Source: an optimization exercise on an open RTL-to-GDS flow (aim: small area). Production flows keep margins and buffers that such runs may drop.
Only the layout flow was run in this run; the RTL was not checked for function there.
The flow treats the clock pin as an ideal source, which a real chip does not have.

==> flow/flow/run.sh <==
#!/bin/bash
# Own layout flow: the standard flow (standard synthesis unchanged), with
#  - the port buffers made from sky130_fd_sc_hd__buf_1 cells,
#  - clock tree options passed to clock_tree_synthesis,
#  - power recovery (cell down-sizing on paths with slack) after global routing.
# Each make run writes its full output to a log of its own in the work folder;
# ORFS's per-step logs are under orfs/logs/.
set -euo pipefail
cd "$(dirname "$0")/.."
source flow/knobs.sh
bash standard.sh finish \
  "BUFFER_PORTS_ARGS=$PORT_BUF_ARGS" \
  "CTS_ARGS=$CTS_ARGS" \
  "RECOVER_POWER=$RECOVER" > flow_standard.log 2>&1
==> flow/flow/knobs.sh <==
PORT_BUF_ARGS="-buffer_cell sky130_fd_sc_hd__buf_1"
CTS_ARGS="-sink_clustering_enable -repair_clock_nets -dont_use_dummy_load -buf_list sky130_fd_sc_hd__clkbuf_16 -sink_clustering_size 25 -sink_clustering_max_diameter 120"
RECOVER=0
==> flow/standard.sh <==
#!/bin/bash
# synth_recipe.tcl (not shown) runs the flow's synth.tcl, then flattens the netlist and writes it again
# the make line also repeats each setting of config.mk as NAME=value (left out here)
make -C /OpenROAD-flow-scripts/flow DESIGN_CONFIG=/design/flow/config.mk WORK_HOME=/design/flow/orfs CLKGATE_MAP_FILE= SYNTH_SCRIPT=/design/flow/synth_recipe.tcl "${@:-finish}"
==> flow/config.mk <==
export PLATFORM = sky130hd
export DESIGN_NAME = cordic_dds
export DESIGN_NICKNAME = cordic_dds
export VERILOG_FILES = /design/flow/design.v
export SDC_FILE = /design/flow/constraint.sdc
export NUM_CORES = 4
export LEC_CHECK = 0
export ABC_AREA = 1
export ABC_CLOCK_PERIOD_IN_PS = 5000
export CAP_MARGIN = 20
export CORE_MARGIN = 2
export CORE_UTILIZATION = 40
export SLEW_MARGIN = 20
==> flow/constraint.sdc <==
create_clock -name core_clock -period 5.0 [get_ports {clk}]
set_input_delay 1.0000 -clock core_clock [delete_from_list [all_inputs] [get_ports {clk}]]
set_output_delay 1.0000 -clock core_clock [all_outputs]
set_load 0.01 [all_outputs]
==> flow/design.v <==
module cordic_dds (clk, phase_i, sin_o, cos_o, err_o);
   input         clk;
   input  [15:0] phase_i;
   output [16:0] sin_o, cos_o, err_o;
   reg [1:0] q [0:14];
   always @(posedge clk) q[0] <= phase_i[15:14];
   genvar g;
   generate for (g = 1; g < 15; g = g + 1) begin : qp
      always @(posedge clk) q[g] <= q[g-1];
   end endgenerate
   reg [13:0] z0;
   always @(posedge clk) z0 <= phase_i[13:0];
   reg [14:0] z1;
   reg [13:0] z2;
   reg [12:0] z3;
   reg [11:0] z4;
   reg [10:0] z5;
   reg [9:0] z6;
   reg [8:0] z7;
   reg [7:0] z8;
   reg [6:0] z9;
   reg [5:0] z10;
   reg [4:0] z11;
   reg [3:0] z12;
   reg [3:0] z13;
   reg [2:0] z14;
   always @(posedge clk) z1 <= {1'b0, z0} - 15'd8189;
   always @(posedge clk) z2 <= z1[14] ? z1[13:0] + 14'd4834 : z1[13:0] - 14'd4834;
   always @(posedge clk) z3 <= z2[13] ? z2[12:0] + 13'd2554 : z2[12:0] - 13'd2554;
   always @(posedge clk) z4 <= z3[12] ? z3[11:0] + 12'd1296 : z3[11:0] - 12'd1296;
   always @(posedge clk) z5 <= z4[11] ? z4[10:0] + 11'd650 : z4[10:0] - 11'd650;
   always @(posedge clk) z6 <= z5[10] ? z5[9:0] + 10'd325 : z5[9:0] - 10'd325;
   always @(posedge clk) z7 <= z6[9] ? z6[8:0] + 9'd162 : z6[8:0] - 9'd162;
   always @(posedge clk) z8 <= z7[8] ? z7[7:0] + 8'd81 : z7[7:0] - 8'd81;
   always @(posedge clk) z9 <= z8[7] ? z8[6:0] + 7'd40 : z8[6:0] - 7'd40;
   always @(posedge clk) z10 <= z9[6] ? z9[5:0] + 6'd20 : z9[5:0] - 6'd20;
   always @(posedge clk) z11 <= z10[5] ? z10[4:0] + 5'd10 : z10[4:0] - 5'd10;
   always @(posedge clk) z12 <= z11[4] ? z11[3:0] + 4'd5 : z11[3:0] - 4'd5;
   always @(posedge clk) z13 <= z12[3] ? z12[3:0] + 4'd2 : z12[3:0] - 4'd2;
   always @(posedge clk) z14 <= z13[3] ? z13[2:0] + 3'd1 : z13[2:0] - 3'd1;
   assign err_o = {{14{z14[2]}}, z14};
   reg d1_2; always @(posedge clk) d1_2 <= (z1[14] ^ q[1][0]);
   reg d1_3; always @(posedge clk) d1_3 <= d1_2;
   reg d1_4; always @(posedge clk) d1_4 <= d1_3;
   reg d1_5; always @(posedge clk) d1_5 <= d1_4;
   reg d1_6; always @(posedge clk) d1_6 <= d1_5;
   reg d1_7; always @(posedge clk) d1_7 <= d1_6;
   reg d1_8; always @(posedge clk) d1_8 <= d1_7;
   reg d2_3; always @(posedge clk) d2_3 <= (z2[13] ^ q[2][0]);
   reg d2_4; always @(posedge clk) d2_4 <= d2_3;
   reg d2_5; always @(posedge clk) d2_5 <= d2_4;
   reg d2_6; always @(posedge clk) d2_6 <= d2_5;
   reg d2_7; always @(posedge clk) d2_7 <= d2_6;
   reg d2_8; always @(posedge clk) d2_8 <= d2_7;
   reg d3_4; always @(posedge clk) d3_4 <= (z3[12] ^ q[3][0]);
   reg d3_5; always @(posedge clk) d3_5 <= d3_4;
   reg d3_6; always @(posedge clk) d3_6 <= d3_5;
   reg d3_7; always @(posedge clk) d3_7 <= d3_6;
   reg d3_8; always @(posedge clk) d3_8 <= d3_7;
   reg d4_5; always @(posedge clk) d4_5 <= (z4[11] ^ q[4][0]);
   reg d4_6; always @(posedge clk) d4_6 <= d4_5;
   reg d4_7; always @(posedge clk) d4_7 <= d4_6;
   reg d4_8; always @(posedge clk) d4_8 <= d4_7;
   reg d5_6; always @(posedge clk) d5_6 <= (z5[10] ^ q[5][0]);
   reg d5_7; always @(posedge clk) d5_7 <= d5_6;
   reg d5_8; always @(posedge clk) d5_8 <= d5_7;
   reg d6_7; always @(posedge clk) d6_7 <= (z6[9] ^ q[6][0]);
   reg d6_8; always @(posedge clk) d6_8 <= d6_7;
   reg d7_8; always @(posedge clk) d7_8 <= (z7[8] ^ q[7][0]);
   reg d8_9; always @(posedge clk) d8_9 <= (z8[7] ^ q[8][0]);
   reg d9_10; always @(posedge clk) d9_10 <= (z9[6] ^ q[9][0]);
   reg d10_11; always @(posedge clk) d10_11 <= (z10[5] ^ q[10][0]);
   reg d11_12; always @(posedge clk) d11_12 <= (z11[4] ^ q[11][0]);
   reg d12_13; always @(posedge clk) d12_13 <= (z12[3] ^ q[12][0]);
   reg d13_14; always @(posedge clk) d13_14 <= (z13[3] ^ q[13][0]);
   wire [6:0] tsel = {d7_8, d6_8, d5_8, d4_8, d3_8, d2_8, d1_8};
   wire hf = tsel[0];
   wire [5:0] hsel = tsel[6:1] ^ {6{hf}};
   wire [15:0] hx, hy;
   wire [63:0] hx_t0 = 64'b0110000111101101101011100010110001100001111011011010111000101100;
   assign hx[0] = hx_t0[hsel];
   wire [63:0] hx_t1 = 64'b1000100010010010110110000110101011010111001010010100100000010000;
   assign hx[1] = hx_t1[hsel];
   wire [63:0] hx_t2 = 64'b0011101110111101000100101100010010010001100000101110001101000000;
   assign hx[2] = hx_t2[hsel];
   wire [63:0] hx_t3 = 64'b1110110100000010110011101111111000100001100101111101000011010011;
   assign hx[3] = hx_t3[hsel];
   wire [63:0] hx_t4 = 64'b0000010010001101110000111110010000100010110011010000110110100000;
   assign hx[4] = hx_t4[hsel];
   wire [63:0] hx_t5 = 64'b0011001101011101110111110111110011110101010101110001011100110010;
   assign hx[5] = hx_t5[hsel];
   wire [63:0] hx_t6 = 64'b0011101111011001000100011111001000011001111110011111001110010110;
   assign hx[6] = hx_t6[hsel];
   wire [63:0] hx_t7 = 64'b1011111110010111101111011001011000010101000111110011010101111110;
   assign hx[7] = hx_t7[hsel];
   wire [63:0] hx_t8 = 64'b0010001000100000100010001010100110001000101000000000000000101001;
   assign hx[8] = hx_t8[hsel];
   wire [63:0] hx_t9 = 64'b0010000010001010000000101000101011111101011101010111010111110101;
   assign hx[9] = hx_t9[hsel];
   wire [63:0] hx_t10 = 64'b1000001010100010010111010101110101011111110101110010100000101000;
   assign hx[10] = hx_t10[hsel];
   wire [63:0] hx_t11 = 64'b1101010100101010100010000111011110001000011111111010100001010111;
   assign hx[11] = hx_t11[hsel];
   wire [63:0] hx_t12 = 64'b1000111110100101100001111111000010000111111100001010011111110000;
   assign hx[12] = hx_t12[hsel];
   wire [63:0] hx_t13 = 64'b0100001101100011010000110011001101000011001100110110001100110011;
   assign hx[13] = hx_t13[hsel];
   wire [63:0] hx_t14 = 64'b1010100110001001101010011001100110101001100110011000100110011001;
   assign hx[14] = hx_t14[hsel];
   wire [63:0] hx_t15 = 64'b0000000100000001000000010001000100000001000100010000000100010001;
   assign hx[15] = hx_t15[hsel];
   wire [63:0] hy_t0 = 64'b1110110010100100010001101100110111101100101001000100011011001101;
   assign hy[0] = hy_t0[hsel];
   wire [63:0] hy_t1 = 64'b1101101101100100111000001101010001001100011110111101110110100010;
   assign hy[1] = hy_t1[hsel];
   wire [63:0] hy_t2 = 64'b1010010101001111101010010111000011000011000101000111111011110010;
   assign hy[2] = hy_t2[hsel];
   wire [63:0] hy_t3 = 64'b1010011110001011001110100010010011100111000100011110111010101100;
   assign hy[3] = hy_t3[hsel];
   wire [63:0] hy_t4 = 64'b0111011001001011000011101011010110010100011100110001011111101000;
   assign hy[4] = hy_t4[hsel];
   wire [63:0] hy_t5 = 64'b1011000000000110000110101001101001000111101101101001101011111000;
   assign hy[5] = hy_t5[hsel];
   wire [63:0] hy_t6 = 64'b1010100101000100110101000111110010010110111110110101101110011011;
   assign hy[6] = hy_t6[hsel];
   wire [63:0] hy_t7 = 64'b0101010101100100011110111101001110111111000100111011110010010100;
   assign hy[7] = hy_t7[hsel];
   wire [63:0] hy_t8 = 64'b0101110101000011100110110001010010110101101111100111000111111110;
   assign hy[8] = hy_t8[hsel];
   wire [63:0] hy_t9 = 64'b0001100111000111111101010011110101010001100101110111111100111101;
   assign hy[9] = hy_t9[hsel];
   wire [63:0] hy_t10 = 64'b0011011110000111001111110101010100111111110101111011111101010101;
   assign hy[10] = hy_t10[hsel];
   wire [63:0] hy_t11 = 64'b1111010111001101111101010101111111110101110111011111010101011111;
   assign hy[11] = hy_t11[hsel];
   wire [63:0] hy_t12 = 64'b1101011111100111110101110111011111010111111101111101011101110111;
   assign hy[12] = hy_t12[hsel];
   wire [63:0] hy_t13 = 64'b0111111101101111011111111111111101111111011111110111111111111111;
   assign hy[13] = hy_t13[hsel];
   wire [63:0] hy_t14 = 64'b1111111111101111111111111111111111111111111111111111111111111111;
   assign hy[14] = hy_t14[hsel];
   wire [63:0] hy_t15 = 64'b0000000000010000000000000000000000000000000000000000000000000000;
   assign hy[15] = hy_t15[hsel];
   wire [15:0] tx = hf ? hy : hx;
   wire [15:0] ty = hf ? hx : hy;
   reg [15:0] xr9, yr9;
   always @(posedge clk) begin xr9 <= tx; yr9 <= ty; end
   wire [16:0] wy8 = {1'b0, yr9};
   wire [16:0] wx8 = {1'b0, xr9};
   wire [15:0] sy8 = {{7{wy8[16]}}, wy8[16:8]};   
   wire [15:0] sx8 = {{7{wx8[16]}}, wx8[16:8]};   
   wire dd8 = d8_9;
   wire nd8 = ~dd8;
   wire [15:0] nx9;
   wire [15:0] u1_b = sy8 ^ {16{nd8}};
   wire [15:0] u1_p = xr9 ^ u1_b, u1_g = xr9 & u1_b;
   wire u1_0_G = u1_g[1] | (u1_p[1] & (u1_g[0] | (u1_p[0] & nd8)));
   wire u1_1_G = u1_g[3] | (u1_p[3] & u1_g[2]);
   wire u1_1_P = u1_p[3] & u1_p[2];
   wire u1_2_G = u1_g[5] | (u1_p[5] & u1_g[4]);
   wire u1_2_P = u1_p[5] & u1_p[4];
   wire u1_3_G = u1_g[7] | (u1_p[7] & u1_g[6]);
   wire u1_3_P = u1_p[7] & u1_p[6];
   wire u1_4_G = u1_g[9] | (u1_p[9] & u1_g[8]);
   wire u1_4_P = u1_p[9] & u1_p[8];
   wire u1_5_G = u1_g[11] | (u1_p[11] & u1_g[10]);
   wire u1_5_P = u1_p[11] & u1_p[10];
   wire u1_6_G = u1_g[13] | (u1_p[13] & u1_g[12]);
   wire u1_6_P = u1_p[13] & u1_p[12];
   wire u1_7_G = u1_g[15] | (u1_p[15] & u1_g[14]);
   wire u1_7_P = u1_p[15] & u1_p[14];
   wire u1_8_G = u1_1_G | (u1_1_P & u1_0_G);
   wire u1_9_G = u1_3_G | (u1_3_P & u1_2_G);
   wire u1_9_P = u1_3_P & u1_2_P;
   wire u1_10_G = u1_5_G | (u1_5_P & u1_4_G);
   wire u1_10_P = u1_5_P & u1_4_P;
   wire u1_11_G = u1_7_G | (u1_7_P & u1_6_G);
   wire u1_11_P = u1_7_P & u1_6_P;
   wire u1_12_G = u1_9_G | (u1_9_P & u1_8_G);
   wire u1_13_G = u1_11_G | (u1_11_P & u1_10_G);
   wire u1_13_P = u1_11_P & u1_10_P;
   wire u1_14_G = u1_13_G | (u1_13_P & u1_12_G);
   wire u1_15_G = u1_10_G | (u1_10_P & u1_12_G);
   wire u1_16_G = u1_2_G | (u1_2_P & u1_8_G);
   wire u1_17_G = u1_4_G | (u1_4_P & u1_12_G);
   wire u1_18_G = u1_6_G | (u1_6_P & u1_15_G);
   wire u1_19_G = u1_g[2] | (u1_p[2] & u1_0_G);
   wire u1_20_G = u1_g[4] | (u1_p[4] & u1_8_G);
   wire u1_21_G = u1_g[6] | (u1_p[6] & u1_16_G);
   wire u1_22_G = u1_g[8] | (u1_p[8] & u1_12_G);
   wire u1_23_G = u1_g[10] | (u1_p[10] & u1_17_G);
   wire u1_24_G = u1_g[12] | (u1_p[12] & u1_15_G);
   wire u1_25_G = u1_g[14] | (u1_p[14] & u1_18_G);
   assign nx9 = u1_p ^ {u1_25_G, u1_18_G, u1_24_G, u1_15_G, u1_23_G, u1_17_G, u1_22_G, u1_12_G, u1_21_G, u1_16_G, u1_20_G, u1_8_G, u1_19_G, u1_0_G, (u1_g[0] | (u1_p[0] & nd8)), nd8};
   wire [15:0] ny9;
   wire [15:0] u2_b = sx8 ^ {16{dd8}};
   wire [15:0] u2_p = yr9 ^ u2_b, u2_g = yr9 & u2_b;
   wire u2_0_G = u2_g[1] | (u2_p[1] & (u2_g[0] | (u2_p[0] & dd8)));
   wire u2_1_G = u2_g[3] | (u2_p[3] & u2_g[2]);
   wire u2_1_P = u2_p[3] & u2_p[2];
   wire u2_2_G = u2_g[5] | (u2_p[5] & u2_g[4]);
   wire u2_2_P = u2_p[5] & u2_p[4];
   wire u2_3_G = u2_g[7] | (u2_p[7] & u2_g[6]);
   wire u2_3_P = u2_p[7] & u2_p[6];
   wire u2_4_G = u2_g[9] | (u2_p[9] & u2_g[8]);
   wire u2_4_P = u2_p[9] & u2_p[8];
   wire u2_5_G = u2_g[11] | (u2_p[11] & u2_g[10]);
   wire u2_5_P = u2_p[11] & u2_p[10];
   wire u2_6_G = u2_g[13] | (u2_p[13] & u2_g[12]);
   wire u2_6_P = u2_p[13] & u2_p[12];
   wire u2_7_G = u2_g[15] | (u2_p[15] & u2_g[14]);
   wire u2_7_P = u2_p[15] & u2_p[14];
   wire u2_8_G = u2_1_G | (u2_1_P & u2_0_G);
   wire u2_9_G = u2_3_G | (u2_3_P & u2_2_G);
   wire u2_9_P = u2_3_P & u2_2_P;
   wire u2_10_G = u2_5_G | (u2_5_P & u2_4_G);
   wire u2_10_P = u2_5_P & u2_4_P;
   wire u2_11_G = u2_7_G | (u2_7_P & u2_6_G);
   wire u2_11_P = u2_7_P & u2_6_P;
   wire u2_12_G = u2_9_G | (u2_9_P & u2_8_G);
   wire u2_13_G = u2_11_G | (u2_11_P & u2_10_G);
   wire u2_13_P = u2_11_P & u2_10_P;
   wire u2_14_G = u2_13_G | (u2_13_P & u2_12_G);
   wire u2_15_G = u2_10_G | (u2_10_P & u2_12_G);
   wire u2_16_G = u2_2_G | (u2_2_P & u2_8_G);
   wire u2_17_G = u2_4_G | (u2_4_P & u2_12_G);
   wire u2_18_G = u2_6_G | (u2_6_P & u2_15_G);
   wire u2_19_G = u2_g[2] | (u2_p[2] & u2_0_G);
   wire u2_20_G = u2_g[4] | (u2_p[4] & u2_8_G);
   wire u2_21_G = u2_g[6] | (u2_p[6] & u2_16_G);
   wire u2_22_G = u2_g[8] | (u2_p[8] & u2_12_G);
   wire u2_23_G = u2_g[10] | (u2_p[10] & u2_17_G);
   wire u2_24_G = u2_g[12] | (u2_p[12] & u2_15_G);
   wire u2_25_G = u2_g[14] | (u2_p[14] & u2_18_G);
   assign ny9 = u2_p ^ {u2_25_G, u2_18_G, u2_24_G, u2_15_G, u2_23_G, u2_17_G, u2_22_G, u2_12_G, u2_21_G, u2_16_G, u2_20_G, u2_8_G, u2_19_G, u2_0_G, (u2_g[0] | (u2_p[0] & dd8)), dd8};
   reg [15:0] xr10, yr10;
   always @(posedge clk) begin xr10 <= nx9; yr10 <= ny9; end
   wire [16:0] wy9 = {1'b0, yr10};
   wire [16:0] wx9 = {1'b0, xr10};
   wire [15:0] sy9 = {{8{wy9[16]}}, wy9[16:9]};   
   wire [15:0] sx9 = {{8{wx9[16]}}, wx9[16:9]};   
   wire dd9 = d9_10;
   wire nd9 = ~dd9;
   wire [15:0] nx10;
   wire [15:0] u3_b = sy9 ^ {16{nd9}};
   wire [15:0] u3_p = xr10 ^ u3_b, u3_g = xr10 & u3_b;
   wire u3_0_G = u3_g[1] | (u3_p[1] & (u3_g[0] | (u3_p[0] & nd9)));
   wire u3_1_G = u3_g[3] | (u3_p[3] & u3_g[2]);
   wire u3_1_P = u3_p[3] & u3_p[2];
   wire u3_2_G = u3_g[5] | (u3_p[5] & u3_g[4]);
   wire u3_2_P = u3_p[5] & u3_p[4];
   wire u3_3_G = u3_g[7] | (u3_p[7] & u3_g[6]);
   wire u3_3_P = u3_p[7] & u3_p[6];
   wire u3_4_G = u3_g[9] | (u3_p[9] & u3_g[8]);
   wire u3_4_P = u3_p[9] & u3_p[8];
   wire u3_5_G = u3_g[11] | (u3_p[11] & u3_g[10]);
   wire u3_5_P = u3_p[11] & u3_p[10];
   wire u3_6_G = u3_g[13] | (u3_p[13] & u3_g[12]);
   wire u3_6_P = u3_p[13] & u3_p[12];
   wire u3_7_G = u3_g[15] | (u3_p[15] & u3_g[14]);
   wire u3_7_P = u3_p[15] & u3_p[14];
   wire u3_8_G = u3_1_G | (u3_1_P & u3_0_G);
   wire u3_9_G = u3_3_G | (u3_3_P & u3_2_G);
   wire u3_9_P = u3_3_P & u3_2_P;
   wire u3_10_G = u3_5_G | (u3_5_P & u3_4_G);
   wire u3_10_P = u3_5_P & u3_4_P;
   wire u3_11_G = u3_7_G | (u3_7_P & u3_6_G);
   wire u3_11_P = u3_7_P & u3_6_P;
   wire u3_12_G = u3_9_G | (u3_9_P & u3_8_G);
   wire u3_13_G = u3_11_G | (u3_11_P & u3_10_G);
   wire u3_13_P = u3_11_P & u3_10_P;
   wire u3_14_G = u3_13_G | (u3_13_P & u3_12_G);
   wire u3_15_G = u3_10_G | (u3_10_P & u3_12_G);
   wire u3_16_G = u3_2_G | (u3_2_P & u3_8_G);
   wire u3_17_G = u3_4_G | (u3_4_P & u3_12_G);
   wire u3_18_G = u3_6_G | (u3_6_P & u3_15_G);
   wire u3_19_G = u3_g[2] | (u3_p[2] & u3_0_G);
   wire u3_20_G = u3_g[4] | (u3_p[4] & u3_8_G);
   wire u3_21_G = u3_g[6] | (u3_p[6] & u3_16_G);
   wire u3_22_G = u3_g[8] | (u3_p[8] & u3_12_G);
   wire u3_23_G = u3_g[10] | (u3_p[10] & u3_17_G);
   wire u3_24_G = u3_g[12] | (u3_p[12] & u3_15_G);
   wire u3_25_G = u3_g[14] | (u3_p[14] & u3_18_G);
   assign nx10 = u3_p ^ {u3_25_G, u3_18_G, u3_24_G, u3_15_G, u3_23_G, u3_17_G, u3_22_G, u3_12_G, u3_21_G, u3_16_G, u3_20_G, u3_8_G, u3_19_G, u3_0_G, (u3_g[0] | (u3_p[0] & nd9)), nd9};
   wire [15:0] ny10;
   wire [15:0] u4_b = sx9 ^ {16{dd9}};
   wire [15:0] u4_p = yr10 ^ u4_b, u4_g = yr10 & u4_b;
   wire u4_0_G = u4_g[1] | (u4_p[1] & (u4_g[0] | (u4_p[0] & dd9)));
   wire u4_1_G = u4_g[3] | (u4_p[3] & u4_g[2]);
   wire u4_1_P = u4_p[3] & u4_p[2];
   wire u4_2_G = u4_g[5] | (u4_p[5] & u4_g[4]);
   wire u4_2_P = u4_p[5] & u4_p[4];
   wire u4_3_G = u4_g[7] | (u4_p[7] & u4_g[6]);
   wire u4_3_P = u4_p[7] & u4_p[6];
   wire u4_4_G = u4_g[9] | (u4_p[9] & u4_g[8]);
   wire u4_4_P = u4_p[9] & u4_p[8];
   wire u4_5_G = u4_g[11] | (u4_p[11] & u4_g[10]);
   wire u4_5_P = u4_p[11] & u4_p[10];
   wire u4_6_G = u4_g[13] | (u4_p[13] & u4_g[12]);
   wire u4_6_P = u4_p[13] & u4_p[12];
   wire u4_7_G = u4_g[15] | (u4_p[15] & u4_g[14]);
   wire u4_7_P = u4_p[15] & u4_p[14];
   wire u4_8_G = u4_1_G | (u4_1_P & u4_0_G);
   wire u4_9_G = u4_3_G | (u4_3_P & u4_2_G);
   wire u4_9_P = u4_3_P & u4_2_P;
   wire u4_10_G = u4_5_G | (u4_5_P & u4_4_G);
   wire u4_10_P = u4_5_P & u4_4_P;
   wire u4_11_G = u4_7_G | (u4_7_P & u4_6_G);
   wire u4_11_P = u4_7_P & u4_6_P;
   wire u4_12_G = u4_9_G | (u4_9_P & u4_8_G);
   wire u4_13_G = u4_11_G | (u4_11_P & u4_10_G);
   wire u4_13_P = u4_11_P & u4_10_P;
   wire u4_14_G = u4_13_G | (u4_13_P & u4_12_G);
   wire u4_15_G = u4_10_G | (u4_10_P & u4_12_G);
   wire u4_16_G = u4_2_G | (u4_2_P & u4_8_G);
   wire u4_17_G = u4_4_G | (u4_4_P & u4_12_G);
   wire u4_18_G = u4_6_G | (u4_6_P & u4_15_G);
   wire u4_19_G = u4_g[2] | (u4_p[2] & u4_0_G);
   wire u4_20_G = u4_g[4] | (u4_p[4] & u4_8_G);
   wire u4_21_G = u4_g[6] | (u4_p[6] & u4_16_G);
   wire u4_22_G = u4_g[8] | (u4_p[8] & u4_12_G);
   wire u4_23_G = u4_g[10] | (u4_p[10] & u4_17_G);
   wire u4_24_G = u4_g[12] | (u4_p[12] & u4_15_G);
   wire u4_25_G = u4_g[14] | (u4_p[14] & u4_18_G);
   assign ny10 = u4_p ^ {u4_25_G, u4_18_G, u4_24_G, u4_15_G, u4_23_G, u4_17_G, u4_22_G, u4_12_G, u4_21_G, u4_16_G, u4_20_G, u4_8_G, u4_19_G, u4_0_G, (u4_g[0] | (u4_p[0] & dd9)), dd9};
   reg [15:0] xr11, yr11;
   always @(posedge clk) begin xr11 <= nx10; yr11 <= ny10; end
   wire [16:0] wy10 = {1'b0, yr11};
   wire [16:0] wx10 = {1'b0, xr11};
   wire [15:0] sy10 = {{9{wy10[16]}}, wy10[16:10]};   
   wire [15:0] sx10 = {{9{wx10[16]}}, wx10[16:10]};   
   wire dd10 = d10_11;
   wire nd10 = ~dd10;
   wire [15:0] nx11;
   wire [15:0] u5_b = sy10 ^ {16{nd10}};
   wire [15:0] u5_p = xr11 ^ u5_b, u5_g = xr11 & u5_b;
   wire u5_0_G = u5_g[1] | (u5_p[1] & (u5_g[0] | (u5_p[0] & nd10)));
   wire u5_1_G = u5_g[3] | (u5_p[3] & u5_g[2]);
   wire u5_1_P = u5_p[3] & u5_p[2];
   wire u5_2_G = u5_g[5] | (u5_p[5] & u5_g[4]);
   wire u5_2_P = u5_p[5] & u5_p[4];
   wire u5_3_G = u5_g[7] | (u5_p[7] & u5_g[6]);
   wire u5_3_P = u5_p[7] & u5_p[6];
   wire u5_4_G = u5_g[9] | (u5_p[9] & u5_g[8]);
   wire u5_4_P = u5_p[9] & u5_p[8];
   wire u5_5_G = u5_g[11] | (u5_p[11] & u5_g[10]);
   wire u5_5_P = u5_p[11] & u5_p[10];
   wire u5_6_G = u5_g[13] | (u5_p[13] & u5_g[12]);
   wire u5_6_P = u5_p[13] & u5_p[12];
   wire u5_7_G = u5_g[15] | (u5_p[15] & u5_g[14]);
   wire u5_7_P = u5_p[15] & u5_p[14];
   wire u5_8_G = u5_1_G | (u5_1_P & u5_0_G);
   wire u5_9_G = u5_3_G | (u5_3_P & u5_2_G);
   wire u5_9_P = u5_3_P & u5_2_P;
   wire u5_10_G = u5_5_G | (u5_5_P & u5_4_G);
   wire u5_10_P = u5_5_P & u5_4_P;
   wire u5_11_G = u5_7_G | (u5_7_P & u5_6_G);
   wire u5_11_P = u5_7_P & u5_6_P;
   wire u5_12_G = u5_9_G | (u5_9_P & u5_8_G);
   wire u5_13_G = u5_11_G | (u5_11_P & u5_10_G);
   wire u5_13_P = u5_11_P & u5_10_P;
   wire u5_14_G = u5_13_G | (u5_13_P & u5_12_G);
   wire u5_15_G = u5_10_G | (u5_10_P & u5_12_G);
   wire u5_16_G = u5_2_G | (u5_2_P & u5_8_G);
   wire u5_17_G = u5_4_G | (u5_4_P & u5_12_G);
   wire u5_18_G = u5_6_G | (u5_6_P & u5_15_G);
   wire u5_19_G = u5_g[2] | (u5_p[2] & u5_0_G);
   wire u5_20_G = u5_g[4] | (u5_p[4] & u5_8_G);
   wire u5_21_G = u5_g[6] | (u5_p[6] & u5_16_G);
   wire u5_22_G = u5_g[8] | (u5_p[8] & u5_12_G);
   wire u5_23_G = u5_g[10] | (u5_p[10] & u5_17_G);
   wire u5_24_G = u5_g[12] | (u5_p[12] & u5_15_G);
   wire u5_25_G = u5_g[14] | (u5_p[14] & u5_18_G);
   assign nx11 = u5_p ^ {u5_25_G, u5_18_G, u5_24_G, u5_15_G, u5_23_G, u5_17_G, u5_22_G, u5_12_G, u5_21_G, u5_16_G, u5_20_G, u5_8_G, u5_19_G, u5_0_G, (u5_g[0] | (u5_p[0] & nd10)), nd10};
   wire [15:0] ny11;
   wire [15:0] u6_b = sx10 ^ {16{dd10}};
   wire [15:0] u6_p = yr11 ^ u6_b, u6_g = yr11 & u6_b;
   wire u6_0_G = u6_g[1] | (u6_p[1] & (u6_g[0] | (u6_p[0] & dd10)));
   wire u6_1_G = u6_g[3] | (u6_p[3] & u6_g[2]);
   wire u6_1_P = u6_p[3] & u6_p[2];
   wire u6_2_G = u6_g[5] | (u6_p[5] & u6_g[4]);
   wire u6_2_P = u6_p[5] & u6_p[4];
   wire u6_3_G = u6_g[7] | (u6_p[7] & u6_g[6]);
   wire u6_3_P = u6_p[7] & u6_p[6];
   wire u6_4_G = u6_g[9] | (u6_p[9] & u6_g[8]);
   wire u6_4_P = u6_p[9] & u6_p[8];
   wire u6_5_G = u6_g[11] | (u6_p[11] & u6_g[10]);
   wire u6_5_P = u6_p[11] & u6_p[10];
   wire u6_6_G = u6_g[13] | (u6_p[13] & u6_g[12]);
   wire u6_6_P = u6_p[13] & u6_p[12];
   wire u6_7_G = u6_g[15] | (u6_p[15] & u6_g[14]);
   wire u6_7_P = u6_p[15] & u6_p[14];
   wire u6_8_G = u6_1_G | (u6_1_P & u6_0_G);
   wire u6_9_G = u6_3_G | (u6_3_P & u6_2_G);
   wire u6_9_P = u6_3_P & u6_2_P;
   wire u6_10_G = u6_5_G | (u6_5_P & u6_4_G);
   wire u6_10_P = u6_5_P & u6_4_P;
   wire u6_11_G = u6_7_G | (u6_7_P & u6_6_G);
   wire u6_11_P = u6_7_P & u6_6_P;
   wire u6_12_G = u6_9_G | (u6_9_P & u6_8_G);
   wire u6_13_G = u6_11_G | (u6_11_P & u6_10_G);
   wire u6_13_P = u6_11_P & u6_10_P;
   wire u6_14_G = u6_13_G | (u6_13_P & u6_12_G);
   wire u6_15_G = u6_10_G | (u6_10_P & u6_12_G);
   wire u6_16_G = u6_2_G | (u6_2_P & u6_8_G);
   wire u6_17_G = u6_4_G | (u6_4_P & u6_12_G);
   wire u6_18_G = u6_6_G | (u6_6_P & u6_15_G);
   wire u6_19_G = u6_g[2] | (u6_p[2] & u6_0_G);
   wire u6_20_G = u6_g[4] | (u6_p[4] & u6_8_G);
   wire u6_21_G = u6_g[6] | (u6_p[6] & u6_16_G);
   wire u6_22_G = u6_g[8] | (u6_p[8] & u6_12_G);
   wire u6_23_G = u6_g[10] | (u6_p[10] & u6_17_G);
   wire u6_24_G = u6_g[12] | (u6_p[12] & u6_15_G);
   wire u6_25_G = u6_g[14] | (u6_p[14] & u6_18_G);
   assign ny11 = u6_p ^ {u6_25_G, u6_18_G, u6_24_G, u6_15_G, u6_23_G, u6_17_G, u6_22_G, u6_12_G, u6_21_G, u6_16_G, u6_20_G, u6_8_G, u6_19_G, u6_0_G, (u6_g[0] | (u6_p[0] & dd10)), dd10};
   reg [15:0] xr12, yr12;
   always @(posedge clk) begin xr12 <= nx11; yr12 <= ny11; end
   wire [16:0] wy11 = {1'b0, yr12};
   wire [16:0] wx11 = {1'b0, xr12};
   wire [15:0] sy11 = {{10{wy11[16]}}, wy11[16:11]};   
   wire [15:0] sx11 = {{10{wx11[16]}}, wx11[16:11]};   
   wire dd11 = d11_12;
   wire nd11 = ~dd11;
   wire [15:0] nx12;
   wire [15:0] u7_b = sy11 ^ {16{nd11}};
   wire [15:0] u7_p = xr12 ^ u7_b, u7_g = xr12 & u7_b;
   wire u7_0_G = u7_g[1] | (u7_p[1] & (u7_g[0] | (u7_p[0] & nd11)));
   wire u7_1_G = u7_g[3] | (u7_p[3] & u7_g[2]);
   wire u7_1_P = u7_p[3] & u7_p[2];
   wire u7_2_G = u7_g[5] | (u7_p[5] & u7_g[4]);
   wire u7_2_P = u7_p[5] & u7_p[4];
   wire u7_3_G = u7_g[7] | (u7_p[7] & u7_g[6]);
   wire u7_3_P = u7_p[7] & u7_p[6];
   wire u7_4_G = u7_g[9] | (u7_p[9] & u7_g[8]);
   wire u7_4_P = u7_p[9] & u7_p[8];
   wire u7_5_G = u7_g[11] | (u7_p[11] & u7_g[10]);
   wire u7_5_P = u7_p[11] & u7_p[10];
   wire u7_6_G = u7_g[13] | (u7_p[13] & u7_g[12]);
   wire u7_6_P = u7_p[13] & u7_p[12];
   wire u7_7_G = u7_g[15] | (u7_p[15] & u7_g[14]);
   wire u7_7_P = u7_p[15] & u7_p[14];
   wire u7_8_G = u7_1_G | (u7_1_P & u7_0_G);
   wire u7_9_G = u7_3_G | (u7_3_P & u7_2_G);
   wire u7_9_P = u7_3_P & u7_2_P;
   wire u7_10_G = u7_5_G | (u7_5_P & u7_4_G);
   wire u7_10_P = u7_5_P & u7_4_P;
   wire u7_11_G = u7_7_G | (u7_7_P & u7_6_G);
   wire u7_11_P = u7_7_P & u7_6_P;
   wire u7_12_G = u7_9_G | (u7_9_P & u7_8_G);
   wire u7_13_G = u7_11_G | (u7_11_P & u7_10_G);
   wire u7_13_P = u7_11_P & u7_10_P;
   wire u7_14_G = u7_13_G | (u7_13_P & u7_12_G);
   wire u7_15_G = u7_10_G | (u7_10_P & u7_12_G);
   wire u7_16_G = u7_2_G | (u7_2_P & u7_8_G);
   wire u7_17_G = u7_4_G | (u7_4_P & u7_12_G);
   wire u7_18_G = u7_6_G | (u7_6_P & u7_15_G);
   wire u7_19_G = u7_g[2] | (u7_p[2] & u7_0_G);
   wire u7_20_G = u7_g[4] | (u7_p[4] & u7_8_G);
   wire u7_21_G = u7_g[6] | (u7_p[6] & u7_16_G);
   wire u7_22_G = u7_g[8] | (u7_p[8] & u7_12_G);
   wire u7_23_G = u7_g[10] | (u7_p[10] & u7_17_G);
   wire u7_24_G = u7_g[12] | (u7_p[12] & u7_15_G);
   wire u7_25_G = u7_g[14] | (u7_p[14] & u7_18_G);
   assign nx12 = u7_p ^ {u7_25_G, u7_18_G, u7_24_G, u7_15_G, u7_23_G, u7_17_G, u7_22_G, u7_12_G, u7_21_G, u7_16_G, u7_20_G, u7_8_G, u7_19_G, u7_0_G, (u7_g[0] | (u7_p[0] & nd11)), nd11};
   wire [15:0] ny12;
   wire [15:0] u8_b = sx11 ^ {16{dd11}};
   wire [15:0] u8_p = yr12 ^ u8_b, u8_g = yr12 & u8_b;
   wire u8_0_G = u8_g[1] | (u8_p[1] & (u8_g[0] | (u8_p[0] & dd11)));
   wire u8_1_G = u8_g[3] | (u8_p[3] & u8_g[2]);
   wire u8_1_P = u8_p[3] & u8_p[2];
   wire u8_2_G = u8_g[5] | (u8_p[5] & u8_g[4]);
   wire u8_2_P = u8_p[5] & u8_p[4];
   wire u8_3_G = u8_g[7] | (u8_p[7] & u8_g[6]);
   wire u8_3_P = u8_p[7] & u8_p[6];
   wire u8_4_G = u8_g[9] | (u8_p[9] & u8_g[8]);
   wire u8_4_P = u8_p[9] & u8_p[8];
   wire u8_5_G = u8_g[11] | (u8_p[11] & u8_g[10]);
   wire u8_5_P = u8_p[11] & u8_p[10];
   wire u8_6_G = u8_g[13] | (u8_p[13] & u8_g[12]);
   wire u8_6_P = u8_p[13] & u8_p[12];
   wire u8_7_G = u8_g[15] | (u8_p[15] & u8_g[14]);
   wire u8_7_P = u8_p[15] & u8_p[14];
   wire u8_8_G = u8_1_G | (u8_1_P & u8_0_G);
   wire u8_9_G = u8_3_G | (u8_3_P & u8_2_G);
   wire u8_9_P = u8_3_P & u8_2_P;
   wire u8_10_G = u8_5_G | (u8_5_P & u8_4_G);
   wire u8_10_P = u8_5_P & u8_4_P;
   wire u8_11_G = u8_7_G | (u8_7_P & u8_6_G);
   wire u8_11_P = u8_7_P & u8_6_P;
   wire u8_12_G = u8_9_G | (u8_9_P & u8_8_G);
   wire u8_13_G = u8_11_G | (u8_11_P & u8_10_G);
   wire u8_13_P = u8_11_P & u8_10_P;
   wire u8_14_G = u8_13_G | (u8_13_P & u8_12_G);
   wire u8_15_G = u8_10_G | (u8_10_P & u8_12_G);
   wire u8_16_G = u8_2_G | (u8_2_P & u8_8_G);
   wire u8_17_G = u8_4_G | (u8_4_P & u8_12_G);
   wire u8_18_G = u8_6_G | (u8_6_P & u8_15_G);
   wire u8_19_G = u8_g[2] | (u8_p[2] & u8_0_G);
   wire u8_20_G = u8_g[4] | (u8_p[4] & u8_8_G);
   wire u8_21_G = u8_g[6] | (u8_p[6] & u8_16_G);
   wire u8_22_G = u8_g[8] | (u8_p[8] & u8_12_G);
   wire u8_23_G = u8_g[10] | (u8_p[10] & u8_17_G);
   wire u8_24_G = u8_g[12] | (u8_p[12] & u8_15_G);
   wire u8_25_G = u8_g[14] | (u8_p[14] & u8_18_G);
   assign ny12 = u8_p ^ {u8_25_G, u8_18_G, u8_24_G, u8_15_G, u8_23_G, u8_17_G, u8_22_G, u8_12_G, u8_21_G, u8_16_G, u8_20_G, u8_8_G, u8_19_G, u8_0_G, (u8_g[0] | (u8_p[0] & dd11)), dd11};
   reg [15:0] xr13, yr13;
   always @(posedge clk) begin xr13 <= nx12; yr13 <= ny12; end
   wire [16:0] wy12 = {(yr13[15] & yr13[14]), yr13};
   wire [16:0] wx12 = {(xr13[15] & xr13[14]), xr13};
   wire [15:0] sy12 = {{11{wy12[16]}}, wy12[16:12]};   
   wire [15:0] sx12 = {{11{wx12[16]}}, wx12[16:12]};   
   wire dd12 = d12_13;
   wire nd12 = ~dd12;
   wire [15:0] nx13;
   wire [15:0] u9_b = sy12 ^ {16{nd12}};
   wire [15:0] u9_p = xr13 ^ u9_b, u9_g = xr13 & u9_b;
   wire u9_0_G = u9_g[1] | (u9_p[1] & (u9_g[0] | (u9_p[0] & nd12)));
   wire u9_1_G = u9_g[3] | (u9_p[3] & u9_g[2]);
   wire u9_1_P = u9_p[3] & u9_p[2];
   wire u9_2_G = u9_g[5] | (u9_p[5] & u9_g[4]);
   wire u9_2_P = u9_p[5] & u9_p[4];
   wire u9_3_G = u9_g[7] | (u9_p[7] & u9_g[6]);
   wire u9_3_P = u9_p[7] & u9_p[6];
   wire u9_4_G = u9_g[9] | (u9_p[9] & u9_g[8]);
   wire u9_4_P = u9_p[9] & u9_p[8];
   wire u9_5_G = u9_g[11] | (u9_p[11] & u9_g[10]);
   wire u9_5_P = u9_p[11] & u9_p[10];
   wire u9_6_G = u9_g[13] | (u9_p[13] & u9_g[12]);
   wire u9_6_P = u9_p[13] & u9_p[12];
   wire u9_7_G = u9_g[15] | (u9_p[15] & u9_g[14]);
   wire u9_7_P = u9_p[15] & u9_p[14];
   wire u9_8_G = u9_1_G | (u9_1_P & u9_0_G);
   wire u9_9_G = u9_3_G | (u9_3_P & u9_2_G);
   wire u9_9_P = u9_3_P & u9_2_P;
   wire u9_10_G = u9_5_G | (u9_5_P & u9_4_G);
   wire u9_10_P = u9_5_P & u9_4_P;
   wire u9_11_G = u9_7_G | (u9_7_P & u9_6_G);
   wire u9_11_P = u9_7_P & u9_6_P;
   wire u9_12_G = u9_9_G | (u9_9_P & u9_8_G);
   wire u9_13_G = u9_11_G | (u9_11_P & u9_10_G);
   wire u9_13_P = u9_11_P & u9_10_P;
   wire u9_14_G = u9_13_G | (u9_13_P & u9_12_G);
   wire u9_15_G = u9_10_G | (u9_10_P & u9_12_G);
   wire u9_16_G = u9_2_G | (u9_2_P & u9_8_G);
   wire u9_17_G = u9_4_G | (u9_4_P & u9_12_G);
   wire u9_18_G = u9_6_G | (u9_6_P & u9_15_G);
   wire u9_19_G = u9_g[2] | (u9_p[2] & u9_0_G);
   wire u9_20_G = u9_g[4] | (u9_p[4] & u9_8_G);
   wire u9_21_G = u9_g[6] | (u9_p[6] & u9_16_G);
   wire u9_22_G = u9_g[8] | (u9_p[8] & u9_12_G);
   wire u9_23_G = u9_g[10] | (u9_p[10] & u9_17_G);
   wire u9_24_G = u9_g[12] | (u9_p[12] & u9_15_G);
   wire u9_25_G = u9_g[14] | (u9_p[14] & u9_18_G);
   assign nx13 = u9_p ^ {u9_25_G, u9_18_G, u9_24_G, u9_15_G, u9_23_G, u9_17_G, u9_22_G, u9_12_G, u9_21_G, u9_16_G, u9_20_G, u9_8_G, u9_19_G, u9_0_G, (u9_g[0] | (u9_p[0] & nd12)), nd12};
   wire [15:0] ny13;
   wire [15:0] u10_b = sx12 ^ {16{dd12}};
   wire [15:0] u10_p = yr13 ^ u10_b, u10_g = yr13 & u10_b;
   wire u10_0_G = u10_g[1] | (u10_p[1] & (u10_g[0] | (u10_p[0] & dd12)));
   wire u10_1_G = u10_g[3] | (u10_p[3] & u10_g[2]);
   wire u10_1_P = u10_p[3] & u10_p[2];
   wire u10_2_G = u10_g[5] | (u10_p[5] & u10_g[4]);
   wire u10_2_P = u10_p[5] & u10_p[4];
   wire u10_3_G = u10_g[7] | (u10_p[7] & u10_g[6]);
   wire u10_3_P = u10_p[7] & u10_p[6];
   wire u10_4_G = u10_g[9] | (u10_p[9] & u10_g[8]);
   wire u10_4_P = u10_p[9] & u10_p[8];
   wire u10_5_G = u10_g[11] | (u10_p[11] & u10_g[10]);
   wire u10_5_P = u10_p[11] & u10_p[10];
   wire u10_6_G = u10_g[13] | (u10_p[13] & u10_g[12]);
   wire u10_6_P = u10_p[13] & u10_p[12];
   wire u10_7_G = u10_g[15] | (u10_p[15] & u10_g[14]);
   wire u10_7_P = u10_p[15] & u10_p[14];
   wire u10_8_G = u10_1_G | (u10_1_P & u10_0_G);
   wire u10_9_G = u10_3_G | (u10_3_P & u10_2_G);
   wire u10_9_P = u10_3_P & u10_2_P;
   wire u10_10_G = u10_5_G | (u10_5_P & u10_4_G);
   wire u10_10_P = u10_5_P & u10_4_P;
   wire u10_11_G = u10_7_G | (u10_7_P & u10_6_G);
   wire u10_11_P = u10_7_P & u10_6_P;
   wire u10_12_G = u10_9_G | (u10_9_P & u10_8_G);
   wire u10_13_G = u10_11_G | (u10_11_P & u10_10_G);
   wire u10_13_P = u10_11_P & u10_10_P;
   wire u10_14_G = u10_13_G | (u10_13_P & u10_12_G);
   wire u10_15_G = u10_10_G | (u10_10_P & u10_12_G);
   wire u10_16_G = u10_2_G | (u10_2_P & u10_8_G);
   wire u10_17_G = u10_4_G | (u10_4_P & u10_12_G);
   wire u10_18_G = u10_6_G | (u10_6_P & u10_15_G);
   wire u10_19_G = u10_g[2] | (u10_p[2] & u10_0_G);
   wire u10_20_G = u10_g[4] | (u10_p[4] & u10_8_G);
   wire u10_21_G = u10_g[6] | (u10_p[6] & u10_16_G);
   wire u10_22_G = u10_g[8] | (u10_p[8] & u10_12_G);
   wire u10_23_G = u10_g[10] | (u10_p[10] & u10_17_G);
   wire u10_24_G = u10_g[12] | (u10_p[12] & u10_15_G);
   wire u10_25_G = u10_g[14] | (u10_p[14] & u10_18_G);
   assign ny13 = u10_p ^ {u10_25_G, u10_18_G, u10_24_G, u10_15_G, u10_23_G, u10_17_G, u10_22_G, u10_12_G, u10_21_G, u10_16_G, u10_20_G, u10_8_G, u10_19_G, u10_0_G, (u10_g[0] | (u10_p[0] & dd12)), dd12};
   reg [15:0] xr14, yr14;
   always @(posedge clk) begin xr14 <= nx13; yr14 <= ny13; end
   wire [16:0] X13 = {(xr14[15] & xr14[14]), xr14};
   wire [16:0] Y13 = {(yr14[15] & yr14[14]), yr14};
   wire [3:0] a13 = Y13[16:13];   
   wire [3:0] b13 = X13[16:13];
   wire d13 = d13_14;
   wire cN = q[14][1] ^ q[14][0];
   wire sN = q[14][1];
   wire [4:0] ta = (d13 ? {a13[3], a13} : -{a13[3], a13}) - {4'd0, cN};
   wire [4:0] tb = (d13 ? -{b13[3], b13} : {b13[3], b13}) - {4'd0, sN};
   wire [16:0] tax = {{12{ta[4]}}, ta}, tbx = {{12{tb[4]}}, tb};
   wire [16:0] cs;
   wire [16:0] u11_b = tax ^ {17{1'b0}};
   wire [16:0] u11_p = X13 ^ u11_b, u11_g = X13 & u11_b;
   wire u11_0_G = u11_g[1] | (u11_p[1] & (u11_g[0] | (u11_p[0] & 1'b0)));
   wire u11_1_G = u11_g[3] | (u11_p[3] & u11_g[2]);
   wire u11_1_P = u11_p[3] & u11_p[2];
   wire u11_2_G = u11_g[5] | (u11_p[5] & u11_g[4]);
   wire u11_2_P = u11_p[5] & u11_p[4];
   wire u11_3_G = u11_g[7] | (u11_p[7] & u11_g[6]);
   wire u11_3_P = u11_p[7] & u11_p[6];
   wire u11_4_G = u11_g[9] | (u11_p[9] & u11_g[8]);
   wire u11_4_P = u11_p[9] & u11_p[8];
   wire u11_5_G = u11_g[11] | (u11_p[11] & u11_g[10]);
   wire u11_5_P = u11_p[11] & u11_p[10];
   wire u11_6_G = u11_g[13] | (u11_p[13] & u11_g[12]);
   wire u11_6_P = u11_p[13] & u11_p[12];
   wire u11_7_G = u11_g[15] | (u11_p[15] & u11_g[14]);
   wire u11_7_P = u11_p[15] & u11_p[14];
   wire u11_8_G = u11_1_G | (u11_1_P & u11_0_G);
   wire u11_9_G = u11_3_G | (u11_3_P & u11_2_G);
   wire u11_9_P = u11_3_P & u11_2_P;
   wire u11_10_G = u11_5_G | (u11_5_P & u11_4_G);
   wire u11_10_P = u11_5_P & u11_4_P;
   wire u11_11_G = u11_7_G | (u11_7_P & u11_6_G);
   wire u11_11_P = u11_7_P & u11_6_P;
   wire u11_12_G = u11_9_G | (u11_9_P & u11_8_G);
   wire u11_13_G = u11_11_G | (u11_11_P & u11_10_G);
   wire u11_13_P = u11_11_P & u11_10_P;
   wire u11_14_G = u11_13_G | (u11_13_P & u11_12_G);
   wire u11_15_G = u11_10_G | (u11_10_P & u11_12_G);
   wire u11_16_G = u11_2_G | (u11_2_P & u11_8_G);
   wire u11_17_G = u11_4_G | (u11_4_P & u11_12_G);
   wire u11_18_G = u11_6_G | (u11_6_P & u11_15_G);
   wire u11_19_G = u11_g[2] | (u11_p[2] & u11_0_G);
   wire u11_20_G = u11_g[4] | (u11_p[4] & u11_8_G);
   wire u11_21_G = u11_g[6] | (u11_p[6] & u11_16_G);
   wire u11_22_G = u11_g[8] | (u11_p[8] & u11_12_G);
   wire u11_23_G = u11_g[10] | (u11_p[10] & u11_17_G);
   wire u11_24_G = u11_g[12] | (u11_p[12] & u11_15_G);
   wire u11_25_G = u11_g[14] | (u11_p[14] & u11_18_G);
   wire u11_26_G = u11_g[16] | (u11_p[16] & u11_14_G);
   assign cs = u11_p ^ {u11_14_G, u11_25_G, u11_18_G, u11_24_G, u11_15_G, u11_23_G, u11_17_G, u11_22_G, u11_12_G, u11_21_G, u11_16_G, u11_20_G, u11_8_G, u11_19_G, u11_0_G, (u11_g[0] | (u11_p[0] & 1'b0)), 1'b0};
   wire [16:0] ss;
   wire [16:0] u12_b = tbx ^ {17{1'b0}};
   wire [16:0] u12_p = Y13 ^ u12_b, u12_g = Y13 & u12_b;
   wire u12_0_G = u12_g[1] | (u12_p[1] & (u12_g[0] | (u12_p[0] & 1'b0)));
   wire u12_1_G = u12_g[3] | (u12_p[3] & u12_g[2]);
   wire u12_1_P = u12_p[3] & u12_p[2];
   wire u12_2_G = u12_g[5] | (u12_p[5] & u12_g[4]);
   wire u12_2_P = u12_p[5] & u12_p[4];
   wire u12_3_G = u12_g[7] | (u12_p[7] & u12_g[6]);
   wire u12_3_P = u12_p[7] & u12_p[6];
   wire u12_4_G = u12_g[9] | (u12_p[9] & u12_g[8]);
   wire u12_4_P = u12_p[9] & u12_p[8];
   wire u12_5_G = u12_g[11] | (u12_p[11] & u12_g[10]);
   wire u12_5_P = u12_p[11] & u12_p[10];
   wire u12_6_G = u12_g[13] | (u12_p[13] & u12_g[12]);
   wire u12_6_P = u12_p[13] & u12_p[12];
   wire u12_7_G = u12_g[15] | (u12_p[15] & u12_g[14]);
   wire u12_7_P = u12_p[15] & u12_p[14];
   wire u12_8_G = u12_1_G | (u12_1_P & u12_0_G);
   wire u12_9_G = u12_3_G | (u12_3_P & u12_2_G);
   wire u12_9_P = u12_3_P & u12_2_P;
   wire u12_10_G = u12_5_G | (u12_5_P & u12_4_G);
   wire u12_10_P = u12_5_P & u12_4_P;
   wire u12_11_G = u12_7_G | (u12_7_P & u12_6_G);
   wire u12_11_P = u12_7_P & u12_6_P;
   wire u12_12_G = u12_9_G | (u12_9_P & u12_8_G);
   wire u12_13_G = u12_11_G | (u12_11_P & u12_10_G);
   wire u12_13_P = u12_11_P & u12_10_P;
   wire u12_14_G = u12_13_G | (u12_13_P & u12_12_G);
   wire u12_15_G = u12_10_G | (u12_10_P & u12_12_G);
   wire u12_16_G = u12_2_G | (u12_2_P & u12_8_G);
   wire u12_17_G = u12_4_G | (u12_4_P & u12_12_G);
   wire u12_18_G = u12_6_G | (u12_6_P & u12_15_G);
   wire u12_19_G = u12_g[2] | (u12_p[2] & u12_0_G);
   wire u12_20_G = u12_g[4] | (u12_p[4] & u12_8_G);
   wire u12_21_G = u12_g[6] | (u12_p[6] & u12_16_G);
   wire u12_22_G = u12_g[8] | (u12_p[8] & u12_12_G);
   wire u12_23_G = u12_g[10] | (u12_p[10] & u12_17_G);
   wire u12_24_G = u12_g[12] | (u12_p[12] & u12_15_G);
   wire u12_25_G = u12_g[14] | (u12_p[14] & u12_18_G);
   wire u12_26_G = u12_g[16] | (u12_p[16] & u12_14_G);
   assign ss = u12_p ^ {u12_14_G, u12_25_G, u12_18_G, u12_24_G, u12_15_G, u12_23_G, u12_17_G, u12_22_G, u12_12_G, u12_21_G, u12_16_G, u12_20_G, u12_8_G, u12_19_G, u12_0_G, (u12_g[0] | (u12_p[0] & 1'b0)), 1'b0};
   reg [16:0] cos_r, sin_r;
   always @(posedge clk) begin
      cos_r <= {17{cN}} ^ cs;
      sin_r <= {17{sN}} ^ ss;
   end
   assign cos_o = cos_r;
   assign sin_o = sin_r;
endmodule
==> summary.txt <==
kinds of logic after synthesis:
family,after synthesis
XOR/XNOR,255
buffers and inverters,430
adder cells (fa/ha/maj),347
AND/OR/NAND/NOR,892
flip-flops,425
AO/OA/AOI/OAI,269
area by class of cell:
cell class / count / area, um2 / area share, %
Inverter: 374 / 1410 / 5.76
Timing Repair Buffer: 77 / 327 / 1.33
Multi-Input combinational cell: 1763 / 12800 / 52.1
Clock buffer: 21 / 526 / 2.15
Tap cell: 756 / 946 / 3.87
Sequential cell: 425 / 8510 / 34.8
metal layers:
layer / up-vias / track usage (%) / part of all wire [%]
met3: 101 / 2.07 / 3.7
met1: 7498 / 18.3 / 40
met4: 2 / 6.83 / 4.3
met5: - / 0 / 0.026
li1: 8340 / - / -
met2: 300 / 32.9 / 52
cells in the final DEF (no fill, tap or decap), drive strengths merged, types with 8 or more instances in the layout:
| cell | synthesis | layout |
|---|---|---|
| nand4 | 20 | 20 |
| a21oi | 122 | 122 |
| xor2 | 141 | 141 |
| a31oi | 15 | 15 |
| o21ai | 65 | 65 |
| nand3 | 177 | 177 |
| a31o | 8 | 8 |
| a21o | 26 | 26 |
| clkbuf | 10 | 21 |
| dfxtp | 425 | 425 |
| buf | 46 | 77 |
| ha | 238 | 238 |
| xnor2 | 114 | 114 |
| a21boi | 8 | 8 |
| nor3 | 13 | 13 |
| nand2 | 580 | 580 |
| fa | 109 | 109 |
| nor2 | 91 | 91 |
| inv | 373 | 373 |
worst max path at each step:
| stage | start | endpoint | slack, ns |
|---|---|---|---|
| after floorplan | q[14][1]$_DFF_P_ | cos_r[14]$_DFF_P_ | 1.17 |
| after CTS | q[14][1]$_DFF_P_ | cos_r[14]$_DFF_P_ | 1.01 |
| after global placement | q[14][1]$_DFF_P_ | cos_r[14]$_DFF_P_ | 1.14 |
| final | q[14][1]$_DFF_P_ | cos_r[14]$_DFF_P_ | 1.02 |
| after global routing | q[14][1]$_DFF_P_ | cos_r[14]$_DFF_P_ | 0.68 |
| after detailed placement | q[14][1]$_DFF_P_ | cos_r[14]$_DFF_P_ | 1.03 |
stage by stage:
| step | worst slack (ns) | util [%] | cell area, um2 |
|---|---|---|---|
| 2_1_floorplan | 1.17 | - | 23000 |
| 3_3_place_gp | 1.14 | 42.2 | 23900 |
| 3_5_place_dp | 1.03 | 42.2 | 23900 |
| 4_1_cts | 1.01 | 43.1 | 24500 |
| 5_1_grt | 0.681 | 43.1 | 24500 |
| 6_report | 1.02 | 43.1 | 24500 |
==> summary.txt <==
Outcome: complete, no violations
Setup slack, reg-to-reg: 1.02 ns
Clk sinks: 425
RR Endpoint: cos_r[14]$_DFF_P_
Total global routing overflow: 0
Crit-path cells: xor2_4 -> buf_4 -> ha_1 -> ha_1 -> inv_1 -> a21oi_1 -> nand2_1 -> nand2_1 -> ha_1 -> a21o_1 -> nand2_1 -> nand3_1 -> a21o_1 -> a21oi_1 -> fa_1 -> xnor2_1
Clk_skew: 0.0432 ns
Finished Layout Cells: 3416
Top Registers: q: 30 flops, cos_r: 17 flops, sin_r: 17 flops
Number of global-route vias before repair: 16800
Maxcap violations: 0
Die W: 244 um
Yosys top cell by area: dfxtp_1
Initial Util: 40.6%
Post-synth cell types: 43
WL per Instance: 14.4 um
Total number of vias: 16200
Hold Vio Cnt, Final: 0
Synth Register Bits: 425
Standard-cell rows: 87
Slowest cell on crit path: nand2_1
Post-Synth XOR/XNOR Area: 9.78%
Chip Height: 244 um
Most flops, register: q
First-pass GRT wire length: 81900 um
GPL Wtd Cong: 0.896
HP Class: reg -> reg
Total routed wirelength: 49200 um
Area grow syn2layout: 6.23%
FF-to-FF Start: q[14][1]$_DFF_P_
Share of cells above drive strength 1: 3.12%
CP max FO: 18
TritonRoute pass-1 iters: 5
Max reg flops: 30
Syn Nets: 2982
Delay-heaviest family, CP: adder cells
Core Area: 56700 um2
Clock insertion delay at the later pin of the skew report: 0.55 ns
Prevailing post-synth register cell: dfxtp_1
DR iter-0 viols: 662
Largest family of logic cells by synthesized area: adder cells
CP max stage delay: 0.56 ns
ANT cells: 0
CP startpoint kind: flop
CP arrival: 4.42 ns
DR vias/cell: 4.75
Resize count post-CTS: 0
Yosys warnings: 2
Post-synth ARST share: 0%
Worst Hold Path Cells: 0
WP buf/inv: 2
RSZ-0062 raised after global routing: false
Number of synthesized flops with an enable pin: 0
Post-route DRC violation count: 0
WHS: 0.331 ns
Largest net degree at the start of global routing: 46
Req. time, crit path: 5.44 ns
Setup violations, final: 0
Critical path type: reg -> reg
Cells after Synth: 2618
Slew Limit Fails: 0
CTS tree: done
Compound-Gate Fraction of Synth Area: 6.72%
Die area: 59500 um2
Simple-gate share of the synthesized area: 16.5%
Post-Syn Area: 23000 um2
Top-count cell post-synth: nand2_1
Num CTS Buffers: 21
Adder-cell share of the synthesized area: 22.4%
Highest clock rate: 251 MHz
Rel. slew slack: 48.2%
Mux cell area share after synthesis: 0%
Sequential area share after synthesis: 36.9%
Clock transition at path regs: 0.09 ns
Worst setup EP type: flop
Placed insts: 3395
Final HPWL DP: 38400 um
Final Cycle Share: 79.7%
# IOs: 68
Top cells by area, synth: dfxtp_1, ha_1, fa_1
R2r worst-path depth: 16
Post-synth top cells: nand2_1, dfxtp_1, inv_1, ha_1, nand3_1
Post-route ant nets: 0
HP Start: z9[0]$_DFF_P_
Synth top area share: 36.9%
Hold buffer count at CTS: 0
Final nets: 3026
Mean area per synthesized cell: 8.80 um2
Critical Path Stages: 16
Total negative setup slack: 0 ns
FILL cells: 5558
Antenna violations before repair: 1
Clock period minus worst slack: 3.98 ns
Worst Tran Pin Value: 0.775 ns
IO buf count: 67
Hold worst-path end: z10[0]$_DFF_P_
Total GRT Usage: 16.9%
Post-CTS Setup Bufs: 0

## separate check: timing with driven ports
No port has a modelled driver above. Below, the same layout with a new extraction and two added sets of constraints.
Step 1 sets driving cells, clkbuf_16 on the clock port and buf_2 on the other inputs (assumed; they add their load-dependent delay and slew).
Step 2 adds t to the input delays and takes it off the output delays; t is the mean of the earliest and latest rising clock arrival at the registers after step 1. Input paths then give back, and output paths get back, about the clock's delay inside the block.
Slacks: no drivers / after step 1 / after step 2; pairs: no drivers / after step 1.
t (ns): 0.589
slack for setup (ns): 1.017 / 1.017 / 1.017
slew at the worst register clock pin (ns): 0.10 / 0.10
worst slew at a driven data input, ns: 0.03
After both steps this run still meets setup and hold. For this run, drivers alone change the setup slack by 0.000 ns; drivers and shift together by 0.000 ns.
